Source: an optimization exercise on an open RTL-to-GDS flow (aim: small area and a short achievable clock period). Production flows keep margins and buffers that such runs may drop.
Function was checked by simulation only, so behaviour that the tests miss may differ from the original.
Power figures rest on the tool's default switching activity, not on a simulated workload.

==> run H <==
==> flow/design.v (excerpt) <==
module float_add(clk, rst, i_cip, i_vstart, i_vector_length, i_sj, i_sk,
                 i_v0, i_v1, i_v2, i_v3, i_v4, i_v5, i_v6, i_v7,
                 o_busy, o_result, err);
    input  wire        clk;
    input  wire        rst;
    input  wire [15:0] i_cip;
    input  wire        i_vstart;
    input  wire [6:0]  i_vector_length;
    input  wire [63:0] i_sj;
    input  wire [63:0] i_sk;
    input  wire [63:0] i_v0;
    input  wire [63:0] i_v1;
    input  wire [63:0] i_v2;
    input  wire [63:0] i_v3;
    input  wire [63:0] i_v4;
    input  wire [63:0] i_v5;
    input  wire [63:0] i_v6;
    input  wire [63:0] i_v7;
    output reg  [63:0] o_result;
    output wire        o_busy;
    output wire        err;
    reg [6:0] reservation_time;
    reg       busy_q;
    reg       sel_s;
    reg [7:0] sel_j, sel_k;
    wire [6:0] rt_next = rst ? 7'h7f :
                         i_vstart ? i_vector_length :
                         (reservation_time != 7'h7f) ? reservation_time - 7'd1 :
                         reservation_time;
    wire       scalar_next = &rt_next;
    wire [7:0] j_dec = 8'd1 << i_cip[5:3];
    wire [7:0] k_dec = 8'd1 << i_cip[2:0];
    always @(posedge clk) begin
        reservation_time <= rt_next;
        busy_q <= ~rt_next[6] | (rt_next[5:0] == 6'd0);
        sel_s  <= scalar_next;
        sel_j  <= scalar_next ? 8'd0 : i_vstart ? j_dec : sel_j;
        sel_k  <= scalar_next ? 8'd0 : i_vstart ? k_dec : sel_k;
    end
    assign o_busy = busy_q;
    wire [48:0] a, b;
    fadd_sel u_sel_a(.s(sel_s), .v(sel_j),
                     .xs({i_sj[63], i_sj[47:0]}), .x0({i_v0[63], i_v0[47:0]}),
                     .x1({i_v1[63], i_v1[47:0]}), .x2({i_v2[63], i_v2[47:0]}),
                     .x3({i_v3[63], i_v3[47:0]}), .x4({i_v4[63], i_v4[47:0]}),
                     .x5({i_v5[63], i_v5[47:0]}), .x6({i_v6[63], i_v6[47:0]}),
                     .x7({i_v7[63], i_v7[47:0]}), .y(a));
    fadd_sel u_sel_b(.s(sel_s), .v(sel_k),
  ...
export LEC_CHECK = 0
export CAP_MARGIN = 20
export CORE_MARGIN = 2
export CORE_UTILIZATION = 40
export CTS_CLUSTER_DIAMETER = 80
export CTS_CLUSTER_SIZE = 30
export SETUP_SLACK_MARGIN = 3.4
export SLEW_MARGIN = 20
export SYNTH_HIERARCHICAL = 1
create_clock -name core_clock -period 6.0 [get_ports {clk}]
standard.sh (not shown) runs the stock make flow with config.mk's settings and CLKGATE_MAP_FILE= SYNTH_SCRIPT=/design/flow/synth_recipe.tcl, a recipe that flattens the netlist after the stock synthesis.
==> flow/flow/run.sh <==
#!/bin/bash
# The standard layout (standard.sh: ORFS from synthesis to the final
# layout) with two changes:
#  - synthesis is the standard flow's own script (synth_recipe.tcl) except that Yosys's
#    abc pass runs delay-targeted ABC scripts from flow/ (see
#    flow/abc_proc.tcl) in place of ORFS's default ABC script. abc maps
#    only combinational logic, so the registers are the standard
#    synthesis's.
#  - the port buffers that ORFS inserts at placement are buf_1 cells.
#    Every input and output port still gets its own buffer.
# ORFS keeps each step's log in orfs/logs; make's output goes to
# standard.log here.
set -euo pipefail
here=$PWD
export BUFFER_PORTS_ARGS="-buffer_cell sky130_fd_sc_hd__buf_1"
export FLOW_ABC_DIR=$here/flow
export ADDER_MAP_FILE=
cat flow/abc_proc.tcl synth_recipe.tcl > flow_synth.tcl
sed "s#SYNTH_SCRIPT=[^ ]*#SYNTH_SCRIPT=$here/flow_synth.tcl#" standard.sh > flow_standard.sh
grep -q "SYNTH_SCRIPT=$here/flow_synth.tcl" flow_standard.sh
bash flow_standard.sh > standard.log 2>&1
==> flow/flow/abc_d1200.script <==
strash
dch -f
map -D 1200
topo
stime -c
buffer -c
upsize -c -D 1200
dnsize -c -D 1200
==> flow/flow/abc_d400.script <==
strash
dch -f
map -D 400
topo
stime -c
buffer -c
upsize -c -D 400
dnsize -c -D 400
==> flow/flow/abc_d500.script <==
strash
dch -f
map -D 500
topo
stime -c
buffer -c
upsize -c -D 500
dnsize -c -D 500
==> flow/flow/abc_proc.tcl <==
# abc as the standard flow's synthesis calls it, but with ABC scripts of our own, each
# a delay-targeted mapping (dch + map -D) carrying its own target, so no
# -D: the operand select with 400 ps, the exponent select and compare with 500 ps,
# then everything else with 1200 ps. abc maps only the combinational
# logic; the registers are left as the standard flow's synthesis made them.
proc abc {args} {
  set i [lsearch -exact $args -script]
  if {$i >= 0} { set args [lreplace $args $i [expr {$i + 1}]] }
  set j [lsearch -exact $args -D]
  if {$j >= 0} { set args [lreplace $args $j [expr {$j + 1}]] }
  set d $::env(FLOW_ABC_DIR)
  yosys abc -script $d/abc_d400.script {*}$args fadd_sel
  yosys abc -script $d/abc_d500.script {*}$args fadd_exp
  yosys abc -script $d/abc_d1200.script {*}$args
}
==> run Y (differences from run H) <==
--- a/flow/flow/run.sh
+++ b/flow/flow/run.sh
@@ -1,14 +1,15 @@
 #!/bin/bash
 # The standard layout (standard.sh: ORFS from synthesis to the final
 # layout) with two changes:
 #  - synthesis is the standard flow's own script (synth_recipe.tcl) except that Yosys's
 #    abc pass runs delay-targeted ABC scripts from flow/ (see
-#    flow/abc_proc.tcl) in place of ORFS's default ABC script. abc maps
-#    only combinational logic, so the registers are the standard
-#    synthesis's.
+#    flow/abc_proc.tcl) in place of ORFS's default ABC script, and that
+#    ADDER_MAP_FILE is empty, so ORFS does not extract full and half
+#    adder cells before abc and abc maps all the logic itself. Neither
+#    touches the registers, so they are the standard synthesis's.
 #  - the port buffers that ORFS inserts at placement are buf_1 cells.
 #    Every input and output port still gets its own buffer.
 # ORFS keeps each step's log in orfs/logs; make's output goes to
 # standard.log here.
 set -euo pipefail
 here=$PWD
CORE_UTILIZATION = 50   (was 40)
SETUP_SLACK_MARGIN = 3.5   (was 3.4)
==> run Z (differences from run H) <==
--- a/flow/design.v
+++ b/flow/design.v
@@ -70,54 +70,41 @@
         busy_q <= ~rt_next[6] | (rt_next[5:0] == 6'd0);
         sel_s  <= scalar_next;
         sel_j  <= scalar_next ? 8'd0 : i_vstart ? j_dec : sel_j;
         sel_k  <= scalar_next ? 8'd0 : i_vstart ? k_dec : sel_k;
     end
     assign o_busy = busy_q;
-    wire [48:0] a, b;
-    fadd_sel u_sel_a(.s(sel_s), .v(sel_j),
-                     .xs({i_sj[63], i_sj[47:0]}), .x0({i_v0[63], i_v0[47:0]}),
-                     .x1({i_v1[63], i_v1[47:0]}), .x2({i_v2[63], i_v2[47:0]}),
-                     .x3({i_v3[63], i_v3[47:0]}), .x4({i_v4[63], i_v4[47:0]}),
-                     .x5({i_v5[63], i_v5[47:0]}), .x6({i_v6[63], i_v6[47:0]}),
-                     .x7({i_v7[63], i_v7[47:0]}), .y(a));
-    fadd_sel u_sel_b(.s(sel_s), .v(sel_k),
-                     .xs({i_sk[63], i_sk[47:0]}), .x0({i_v0[63], i_v0[47:0]}),
-                     .x1({i_v1[63], i_v1[47:0]}), .x2({i_v2[63], i_v2[47:0]}),
-                     .x3({i_v3[63], i_v3[47:0]}), .x4({i_v4[63], i_v4[47:0]}),
-                     .x5({i_v5[63], i_v5[47:0]}), .x6({i_v6[63], i_v6[47:0]}),
-                     .x7({i_v7[63], i_v7[47:0]}), .y(b));
-    wire [14:0] ea, eb;
-    wire        jgt, far_ab, far_ba;
+    wire [63:0] a, b;
+    fadd_sel u_sel_a(.s(sel_s), .v(sel_j), .xs(i_sj), .x0(i_v0), .x1(i_v1), .x2(i_v2),
+                     .x3(i_v3), .x4(i_v4), .x5(i_v5), .x6(i_v6), .x7(i_v7), .y(a));
+    fadd_sel u_sel_b(.s(sel_s), .v(sel_k), .xs(i_sk), .x0(i_v0), .x1(i_v1), .x2(i_v2),
+                     .x3(i_v3), .x4(i_v4), .x5(i_v5), .x6(i_v6), .x7(i_v7), .y(b));
+    wire [14:0] ea = a[62:48];
+    wire [14:0] eb = b[62:48];
+    wire        jgt, big;
     wire [5:0]  dab, dba;
-    fadd_exp u_exp(.s(sel_s), .vj(sel_j), .vk(sel_k),
-                   .xj(i_sj[62:48]), .xk(i_sk[62:48]),
-                   .x0(i_v0[62:48]), .x1(i_v1[62:48]), .x2(i_v2[62:48]), .x3(i_v3[62:48]),
-                   .x4(i_v4[62:48]), .x5(i_v5[62:48]), .x6(i_v6[62:48]), .x7(i_v7[62:48]),
-                   .ea(ea), .eb(eb), .jgt(jgt), .far_ab(far_ab), .far_ba(far_ba),
-                   .dab(dab), .dba(dba));
+    fadd_exp u_exp(.ea(ea), .eb(eb), .jgt(jgt), .big(big), .dab(dab), .dba(dba));
     wire        is_add = (i_cip[15:9] == 7'b0110010);
-    wire        sub = a[48] ^ b[48] ^ ~is_add;
+    wire        sub = a[63] ^ b[63] ^ ~is_add;
     reg [47:0] ca1, cb1;
     reg [14:0] ea1, eb1;
     reg [5:0]  dab1, dba1;
-    reg        jgt1, sa1, sub1, far_ab1, far_ba1;
+    reg        jgt1, sa1, sub1, err_q;
     always @(posedge clk) begin
         ca1   <= a[47:0];
         cb1   <= b[47:0] ^ {48{sub}};
         ea1   <= ea;
         eb1   <= eb;
         dab1  <= dab;
         dba1  <= dba;
         jgt1  <= jgt;
-        sa1   <= a[48];
+        sa1   <= a[63];
         sub1  <= sub;
-        far_ab1 <= far_ab;
-        far_ba1 <= far_ba;
-    end
-    assign err = far_ab1 | far_ba1;
+        err_q <= big;
+    end
+    assign err = err_q;
     wire [47:0] xa  = jgt1 ? ca1 : cb1;
     wire [47:0] y1  = jgt1 ? cb1 : ca1;
     wire [5:0]  sh1 = jgt1 ? dab1 : dba1;
     wire        fill1 = sub1 & jgt1;
     wire [47:0] t5 = sh1[5] ? {{32{fill1}}, y1[47:32]}  : y1;
     wire [47:0] t4 = sh1[4] ? {{16{fill1}}, t5[47:16]} : t5;
@@ -177,35 +164,23 @@
     always @(posedge clk)
         o_result <= {sg5, zero5 ? 15'd0 : e5 - {9'd0, lz5}, n5[48:1]};
 endmodule
 module fadd_sel(s, v, xs, x0, x1, x2, x3, x4, x5, x6, x7, y);
     input  wire        s;
     input  wire [7:0]  v;
-    input  wire [48:0] xs, x0, x1, x2, x3, x4, x5, x6, x7;
-    output wire [48:0] y;
-    assign y = ({49{s}}    & xs) |
-               ({49{v[0]}} & x0) | ({49{v[1]}} & x1) | ({49{v[2]}} & x2) |
-               ({49{v[3]}} & x3) | ({49{v[4]}} & x4) | ({49{v[5]}} & x5) |
-               ({49{v[6]}} & x6) | ({49{v[7]}} & x7);
-endmodule
-module fadd_exp(s, vj, vk, xj, xk, x0, x1, x2, x3, x4, x5, x6, x7,
-                ea, eb, jgt, far_ab, far_ba, dab, dba);
-    input  wire        s;
-    input  wire [7:0]  vj, vk;
-    input  wire [14:0] xj, xk, x0, x1, x2, x3, x4, x5, x6, x7;
-    output wire [14:0] ea, eb;
-    output wire        jgt, far_ab, far_ba;
+    input  wire [63:0] xs, x0, x1, x2, x3, x4, x5, x6, x7;
+    output wire [63:0] y;
+    assign y = ({64{s}}    & xs) |
+               ({64{v[0]}} & x0) | ({64{v[1]}} & x1) | ({64{v[2]}} & x2) |
+               ({64{v[3]}} & x3) | ({64{v[4]}} & x4) | ({64{v[5]}} & x5) |
+               ({64{v[6]}} & x6) | ({64{v[7]}} & x7);
+endmodule
+module fadd_exp(ea, eb, jgt, big, dab, dba);
+    input  wire [14:0] ea, eb;
+    output wire        jgt, big;
     output wire [5:0]  dab, dba;
-    assign ea = ({15{s}}     & xj) |
-                ({15{vj[0]}} & x0) | ({15{vj[1]}} & x1) | ({15{vj[2]}} & x2) |
-                ({15{vj[3]}} & x3) | ({15{vj[4]}} & x4) | ({15{vj[5]}} & x5) |
-                ({15{vj[6]}} & x6) | ({15{vj[7]}} & x7);
-    assign eb = ({15{s}}     & xk) |
-                ({15{vk[0]}} & x0) | ({15{vk[1]}} & x1) | ({15{vk[2]}} & x2) |
-                ({15{vk[3]}} & x3) | ({15{vk[4]}} & x4) | ({15{vk[5]}} & x5) |
-                ({15{vk[6]}} & x6) | ({15{vk[7]}} & x7);
     function carry16;
         input [15:0] x, y;
         reg   [15:0] g, p;
         reg   [7:0]  g1, p1;
         reg   [3:0]  g2, p2;
         reg   [1:0]  g3, p3;
@@ -238,14 +213,13 @@
             s = u ^ v ^ k;
             c = (u & v) | (u & k) | (v & k);
             far_above = carry16(s, {c[14:0], 1'b0});
         end
     endfunction
     assign jgt = carry16({ea, 1'b0}, {~eb, 1'b0});
-    assign far_ab = far_above(ea, eb);
-    assign far_ba = far_above(eb, ea);
+    assign big = far_above(ea, eb) | far_above(eb, ea);
     assign dab = ea[5:0] - eb[5:0];
     assign dba = eb[5:0] - ea[5:0];
 endmodule
 module fadd_add48(x, y, s, co);
     input  wire [47:0] x, y;
     output wire [47:0] s;
==> flow/flow/run.sh (replaced) <==
#!/bin/bash
# The standard layout (standard.sh: ORFS from synthesis to the final
# layout) with two changes:
#  - synthesis is the standard flow's own script (synth_recipe.tcl) except that Yosys's
#    abc pass runs flow/abc_map.script, a delay-targeted mapping
#    (dch + map -D 1200) in place of ORFS's default ABC script. Registers
#    are not touched by abc, so they are the standard synthesis's.
#  - the port buffers that ORFS inserts at placement are buf_1 cells.
#    Every input and output port still gets its own buffer.
# ORFS keeps each step's log in orfs/logs; make's output goes to
# standard.log here.
set -euo pipefail
here=$PWD
export BUFFER_PORTS_ARGS="-buffer_cell sky130_fd_sc_hd__buf_1"
export FLOW_ABC_SCRIPT=$here/flow/abc_map.script
cat flow/abc_proc.tcl synth_recipe.tcl > flow_synth.tcl
sed "s#SYNTH_SCRIPT=[^ ]*#SYNTH_SCRIPT=$here/flow_synth.tcl#" standard.sh > flow_standard.sh
grep -q "SYNTH_SCRIPT=$here/flow_synth.tcl" flow_standard.sh
bash flow_standard.sh > standard.log 2>&1
==> flow/flow/abc_map.script (new file) <==
strash
dch -f
map -D 1200
topo
stime -c
buffer -c
upsize -c -D 1200
dnsize -c -D 1200
==> flow/flow/abc_proc.tcl (replaced) <==
# abc as the standard flow's synthesis calls it, but with the ABC script named by
# FLOW_ABC_SCRIPT (which carries its own delay target, so no -D)
proc abc {args} {
  set i [lsearch -exact $args -script]
  if {$i >= 0} { set args [lreplace $args $i [expr {$i + 1}]] }
  set j [lsearch -exact $args -D]
  if {$j >= 0} { set args [lreplace $args $j [expr {$j + 1}]] }
  yosys abc -script $::env(FLOW_ABC_SCRIPT) {*}$args
}
PLACE_DENSITY = 0.75   (was default)
removed: flow/flow/abc_d1200.script
removed: flow/flow/abc_d400.script
removed: flow/flow/abc_d500.script
==> run G (differences from run H) <==
--- a/flow/flow/run.sh
+++ b/flow/flow/run.sh
@@ -1,14 +1,15 @@
 #!/bin/bash
 # The standard layout (standard.sh: ORFS from synthesis to the final
 # layout) with two changes:
 #  - synthesis is the standard flow's own script (synth_recipe.tcl) except that Yosys's
 #    abc pass runs delay-targeted ABC scripts from flow/ (see
-#    flow/abc_proc.tcl) in place of ORFS's default ABC script. abc maps
-#    only combinational logic, so the registers are the standard
-#    synthesis's.
+#    flow/abc_proc.tcl) in place of ORFS's default ABC script, and that
+#    ADDER_MAP_FILE is empty, so ORFS does not extract full and half
+#    adder cells before abc and abc maps all the logic itself. Neither
+#    touches the registers, so they are the standard synthesis's.
 #  - the port buffers that ORFS inserts at placement are buf_1 cells.
 #    Every input and output port still gets its own buffer.
 # ORFS keeps each step's log in orfs/logs; make's output goes to
 # standard.log here.
 set -euo pipefail
 here=$PWD
PLACE_DENSITY = 0.7   (was default)
SETUP_SLACK_MARGIN = 3.5   (was 3.4)
==> notes.md <==
The lowest register-to-register slack belongs to run Z, the highest to run H. Total power, highest first: run Y, run G, run H, run Z. Setup slack, highest first: run G, run H, run Y, run Z. In run Z the fmax is smaller than in run G, by about 10%. Against run Z, the combinational power of run G is higher by about 7%. Final area, lowest first: run Z, run H, run Y, run G. Area after synthesis: run H is larger than run Z (about 4.7%). Critical path depth is the same in run H and run G. First-iteration DRC count, lowest first: run H, run G, run Z, run Y. The lowest global-route usage belongs to run G, the highest to run Y.

-- separate check: timing with driven ports --
How much do the figures lean on ideal ports? The routed layouts below were timed once more, with nothing changed but the port constraints. Step 1 (the two cells are an assumption about what drives the block):
set clk [get_ports {clk}]
set_driving_cell -lib_cell sky130_fd_sc_hd__clkbuf_16 $clk
set_driving_cell -lib_cell sky130_fd_sc_hd__buf_2 [delete_from_list [all_inputs] $clk]
Step 2 times the ports against the registers' clock, not the clock port: input delays grow and output delays shrink by t, the midpoint of the rising clock arrivals with the driver on. Slacks: ideal / step 1 / step 2; pairs: ideal / step 1.
run	t, ns	setup WS [ns]	worst hold slack (ns)	worst setup path after step 2	slew at the worst register clock pin (ns)
run H	0.729	3.419 / 3.342 / 2.775	0.328 / 0.328 / 0.328	input to register	0.12 / 0.12
run Y	0.709	3.357 / 3.357 / 2.865	0.323 / 0.323 / 0.323	input to register	0.11 / 0.11
run Z	0.704	3.172 / 3.210 / 2.506	0.334 / 0.334 / 0.334	input to register	0.11 / 0.11
run G	0.711	3.450 / 3.374 / 2.740	0.324 / 0.324 / 0.324	input to register	0.11 / 0.11
After both steps setup and hold are still met in every run listed. For run G, which loses most, drivers alone change the setup slack by -0.076 ns; drivers and shift together by -0.710 ns.
